From an optimization exercise on the open Yosys and OpenROAD flow, aimed at small area, a short achievable clock period and few clock cycles; shortcuts taken in it are not production practice.
At most, simulation tests tie the RTL to the original design; equivalence was not proved.
Power and IR drop assume default switching activity.

Design layer1, start of the top module:
module layer1(
input clk,
input reset_n,
input waitrequest,
input readdatavalid,
input [15:0] readdata,
output chipselect,
output [1:0] byteenable,
output reg read_n,
output reg write_n,
output reg [15:0] writedata,
output reg [31:0] address,
input ready,
output reg done
);
For scale: ~760 cells after synthesis, ~200 flip-flops, ~75 I/O pins, ~9100 um^2 of cells after synthesis.
Settings: LEC_CHECK=0, ABC_CLOCK_PERIOD_IN_PS=2500, CAP_MARGIN=20, CORE_MARGIN=2, CORE_UTILIZATION=40, PLACE_DENSITY=0.6, SETUP_SLACK_MARGIN=2.7, SLEW_MARGIN=20; clock period 5.0 ns.
standard.sh (not shown) runs the stock make flow with config.mk's settings and CLKGATE_MAP_FILE= SYNTH_SCRIPT=/design/flow/synth_recipe.tcl, a recipe that flattens the netlist after the stock synthesis.
==> flow/flow/run.sh <==
#!/bin/bash
# Layout: the standard flow (standard.sh, synthesis included, unchanged)
# with two resizer choices changed: ports get buf_4 buffers instead of the
# smallest buffer cell, and timing repair may change a cell's footprint when
# it resizes it. The whole make output goes to flow.log; ORFS keeps each
# step's own log under orfs/logs/.
set -euo pipefail
sed 's|"\${@:-finish}"|BUFFER_PORTS_ARGS="-buffer_cell sky130_fd_sc_hd__buf_4" MATCH_CELL_FOOTPRINT=0 "${@:-finish}"|' standard.sh > standard_mod.sh
grep -q 'MATCH_CELL_FOOTPRINT=0' standard_mod.sh
bash standard_mod.sh > flow.log 2>&1
Next try:
CORE_UTILIZATION = 55   (was 40)
PLACE_DENSITY = 0.7   (was 0.6)
SETUP_SLACK_MARGIN = 2.45   (was 2.7)
=> The changed run ran to the end with no violations; maximum frequency drops by 2.6%; clock power drops by about 5%; routed wire length drops by 1.2%; clock skew is about the same; non-clock buffer count drops by 11.
Next try:
CORE_UTILIZATION = 40   (was 55)
PLACE_DENSITY = 0.6   (was 0.7)
SETUP_SLACK_MARGIN = 2.4   (was 2.45)
Result: The changed run passed the timing, DRC and antenna checks. Sequential share of layout area climbs by 0.14 points. Routed wire length went down by a few percent. Fmax is lower slightly. Global-route usage is lower by 6.1 points. Worst setup slack degrades by 41 ps. Clock power barely changes. Final area hardly moves. Hold slack barely changes. Combinational power fell by a few percent. Final cell count rises by a few percent.
No functional check of the RTL was part of any run of this note.


JK:
layer1, a different RTL version from the one above (not shown whole).
Size: about 730 cells after synthesis, roughly 75 I/O pins.
Settings: LEC_CHECK=0, ABC_CLOCK_PERIOD_IN_PS=2500, CAP_MARGIN=20, CORE_MARGIN=2, CORE_UTILIZATION=40, PLACE_DENSITY=0.6, SETUP_SLACK_MARGIN=2.4, SLEW_MARGIN=20; clock period 5.0 ns.
Scripts as last shown in full above: flow/flow/run.sh
Testbench counts of JK, summed over its fixed seeds: cycles 953,835.
Setup changes, JK to MS
Settings: swapping 40 for 55 in CORE_UTILIZATION; putting CTS_BUF_LIST at sky130_fd_sc_hd__clkbuf_4 sky130_fd_sc_hd__clkbuf_8 where nothing was set; swapping 20 for 40 in SLEW_MARGIN; swapping 0.6 for 0.7 in PLACE_DENSITY.
## What came out
- Delta(total power of the final layout, MS - JK) < 0
- Relative to JK, clock latency on the worst-skew pair increased by 0.02 ns in MS.
- Global-route wire length before repair: MS vs JK down about 4%
- Diff JK -> MS: via count of the first global-routing pass moved down; cell area went down; layout overhead on the synthesized area went down 4.6 points; sequential portion of the cell area moved up; combinational group share of total power now sits higher.
- Taking JK as the reference, in MS average vias per placed instance higher; final wirelength decreased about 0.6%.


layer1, a different RTL version from the one above (not shown whole).
For scale: about 810 cells after synthesis, roughly 200 flip-flops, ~75 I/O pins, ~9300 sq um of cells after synthesis.
Settings: LEC_CHECK=0, ABC_CLOCK_PERIOD_IN_PS=2500, CAP_MARGIN=20, CORE_MARGIN=2, CORE_UTILIZATION=40, PLACE_DENSITY=0.6, SETUP_SLACK_MARGIN=2.4, SLEW_MARGIN=20; clock period 5.0 ns.
Scripts as last shown in full above: flow/flow/run.sh
The first run finished clean.
Next try:
==> flow/run.sh (new file) <==
#!/bin/bash
# synth_recipe.tcl (not shown) runs the flow's synth.tcl, then flattens the netlist and writes it again
# the make line also repeats each setting of config.mk as NAME=value (left out here)
make -C /OpenROAD-flow-scripts/flow DESIGN_CONFIG=/design/flow/config.mk WORK_HOME=/design/flow/orfs CLKGATE_MAP_FILE= SYNTH_SCRIPT=/design/flow/synth_recipe.tcl finish
removed: flow/flow/run.sh
removed: flow/standard.sh
The changed run went through all stages and came out clean.
Setup slack got worse by 0.045 ns.
Die area stays the same.
Maximum frequency came out lower by about 1.7%.
Clock power came out higher by about 9%.
Clock-buffer cell count is unchanged.
No run of this note included a check of the RTL's function; only the layout flow was run.


RTL: one of the versions met above, not the one the previous note started from.
Size: about 200 flip-flops, ~75 I/O pins.
==> flow/config.mk <==
export PLATFORM = sky130hd
export DESIGN_NAME = layer1
export DESIGN_NICKNAME = layer1
export VERILOG_FILES = /design/flow/design.v
export SDC_FILE = /design/flow/constraint.sdc
export NUM_CORES = 4
export LEC_CHECK = 0
export ABC_CLOCK_PERIOD_IN_PS = 2500
export CAP_MARGIN = 20
export CORE_MARGIN = 2
export CORE_UTILIZATION = 70
export CTS_BUF_LIST = sky130_fd_sc_hd__clkbuf_4 sky130_fd_sc_hd__clkbuf_8
export PLACE_DENSITY = 0.8
export SETUP_SLACK_MARGIN = 2.4
export SLEW_MARGIN = 40
==> flow/constraint.sdc <==
create_clock -name core_clock -period 5.0 [get_ports {clk}]
set_input_delay 1.0000 -clock core_clock [delete_from_list [all_inputs] [get_ports {clk}]]
set_output_delay 1.0000 -clock core_clock [all_outputs]
set_load 0.01 [all_outputs]
==> flow/flow/run.sh <==
#!/bin/bash
# Layout: the standard flow (standard.sh, synthesis included, unchanged)
# with two resizer choices changed: ports get buf_4 buffers instead of the
# smallest buffer cell, and timing repair may change a cell's footprint when
# it resizes it. The whole make output goes to flow.log; ORFS keeps each
# step's own log under orfs/logs/.
set -euo pipefail
sed 's|"\${@:-finish}"|BUFFER_PORTS_ARGS="-buffer_cell sky130_fd_sc_hd__buf_4" MATCH_CELL_FOOTPRINT=0 "${@:-finish}"|' standard.sh > standard_mod.sh
grep -q 'MATCH_CELL_FOOTPRINT=0' standard_mod.sh
bash standard_mod.sh > flow.log 2>&1
Testbench counts at the start, summed over its fixed seeds: cycles 953,835.
Change:
CORE_UTILIZATION = 55   (was 70)
PLACE_DENSITY = 0.7   (was 0.8)
SETUP_SLACK_MARGIN = 2.5   (was 2.4)
Sequential power stays flat.
Cell count grows by 5.6%.
Cell area grows by 3.1%.
Routed wire length stays flat.
Setup slack is better by 0.044 ns.
Via count shrinks by 1.5%.
Register-to-register slack is better by 0.16 ns.
Clock power grows by about 10%.
Change:
SETUP_SLACK_MARGIN = 2.4   (was 2.5)
TNS_END_PERCENT = 10   (was default)
What happened: Via count goes down by 2.4%; clock-buffer cell count is unchanged; design area decreases by 3.8%; utilization went down by 2.6 points; worst hold slack barely changes; cell count shrinks by 1.6%; critical path depth does not change; clock power decreases by about 10%; die area is unchanged; synthesized cell count is unchanged; synthesized area is unchanged.
Change:
CORE_UTILIZATION = 40   (was 55)
CTS_BUF_LIST = default   (was sky130_fd_sc_hd__clkbuf_4 sky130_fd_sc_hd__clkbuf_8)
PLACE_DENSITY = 0.6   (was 0.7)
SETUP_SLACK_MARGIN = 2.5   (was 2.4)
SLEW_MARGIN = 20   (was 40)
TNS_END_PERCENT = default   (was 10)
What happened: Count of clock-buffer cells in the layout shrinks by 1. Wire length went up by 2.7%. Design area increases by 6.9%. Sequential power hardly moves. Utilization is lower by 15 points. Power goes up by 14%. Worst setup slack is better by 0.059 ns.
Change:
CORE_UTILIZATION = 55   (was 40)
CTS_BUF_LIST = sky130_fd_sc_hd__clkbuf_4 sky130_fd_sc_hd__clkbuf_8   (was default)
GPL_TIMING_DRIVEN = 0   (was default)
PLACE_DENSITY = 0.7   (was 0.6)
SETUP_SLACK_MARGIN = 2.4   (was 2.5)
SLEW_MARGIN = 40   (was 20)
Setup slack gets worse by 0.12 ns.
Via count rose by about 5%.
Clock skew hardly moves.
Maximum frequency fell by 4.4%.
Worst hold slack gets better by 0.0096 ns.
Global-route usage rose by 6.8 points.
Routed wire length rose by 2.4%.

port drivers added, routing unchanged:
In the flow no input, the clock included, has a driving cell. The finished layouts below were timed again as built, in two steps. Step 1, drivers: a clkbuf_16 drives clk and a buf_2 each remaining input, both assumed. Step 2 adds t to the input delays and takes it off the output delays; t is the mean of the earliest and latest rising clock arrival at the registers after step 1. Input paths then give back, and output paths get back, about the clock's delay inside the block. Three values: no drivers, after step 1, after step 2; two values: the first two.
run	t (ns)	slack for setup (ns)	worst setup path at the end	worst slew at a driven data input, ns
the first run of note 1	0.477	2.469 / 2.465 / 2.174	input to register	0.06
the second run of note 1	0.474	2.400 / 2.356 / 2.103	input to register	0.06
the third run of note 1	0.478	2.359 / 2.359 / 2.102	input to register	0.05
JK	0.491	2.442 / 2.396 / 2.014	input to register	0.08
MS	0.499	2.444 / 2.408 / 2.011	input to register	0.04
the first run of note 3	0.472	2.448 / 2.425 / 2.062	input to register	0.03
the second run of note 3	0.480	2.403 / 2.359 / 2.005	input to register	0.03
the first run of note 4	0.508	2.286 / 2.251 / 1.962	input to register	0.05
the second run of note 4	0.504	2.330 / 2.292 / 2.046	input to register	0.06
the third run of note 4	0.504	2.414 / 2.375 / 1.977	input to register	0.04
the fourth run of note 4	0.470	2.473 / 2.432 / 2.053	input to register	0.05
the fifth run of note 4	0.506	2.356 / 2.315 / 1.897	input to register	0.05
After both steps setup and hold are still met in every run listed. For the fifth run of note 4, which loses most, drivers alone change the setup slack by -0.041 ns; drivers and shift together by -0.459 ns.
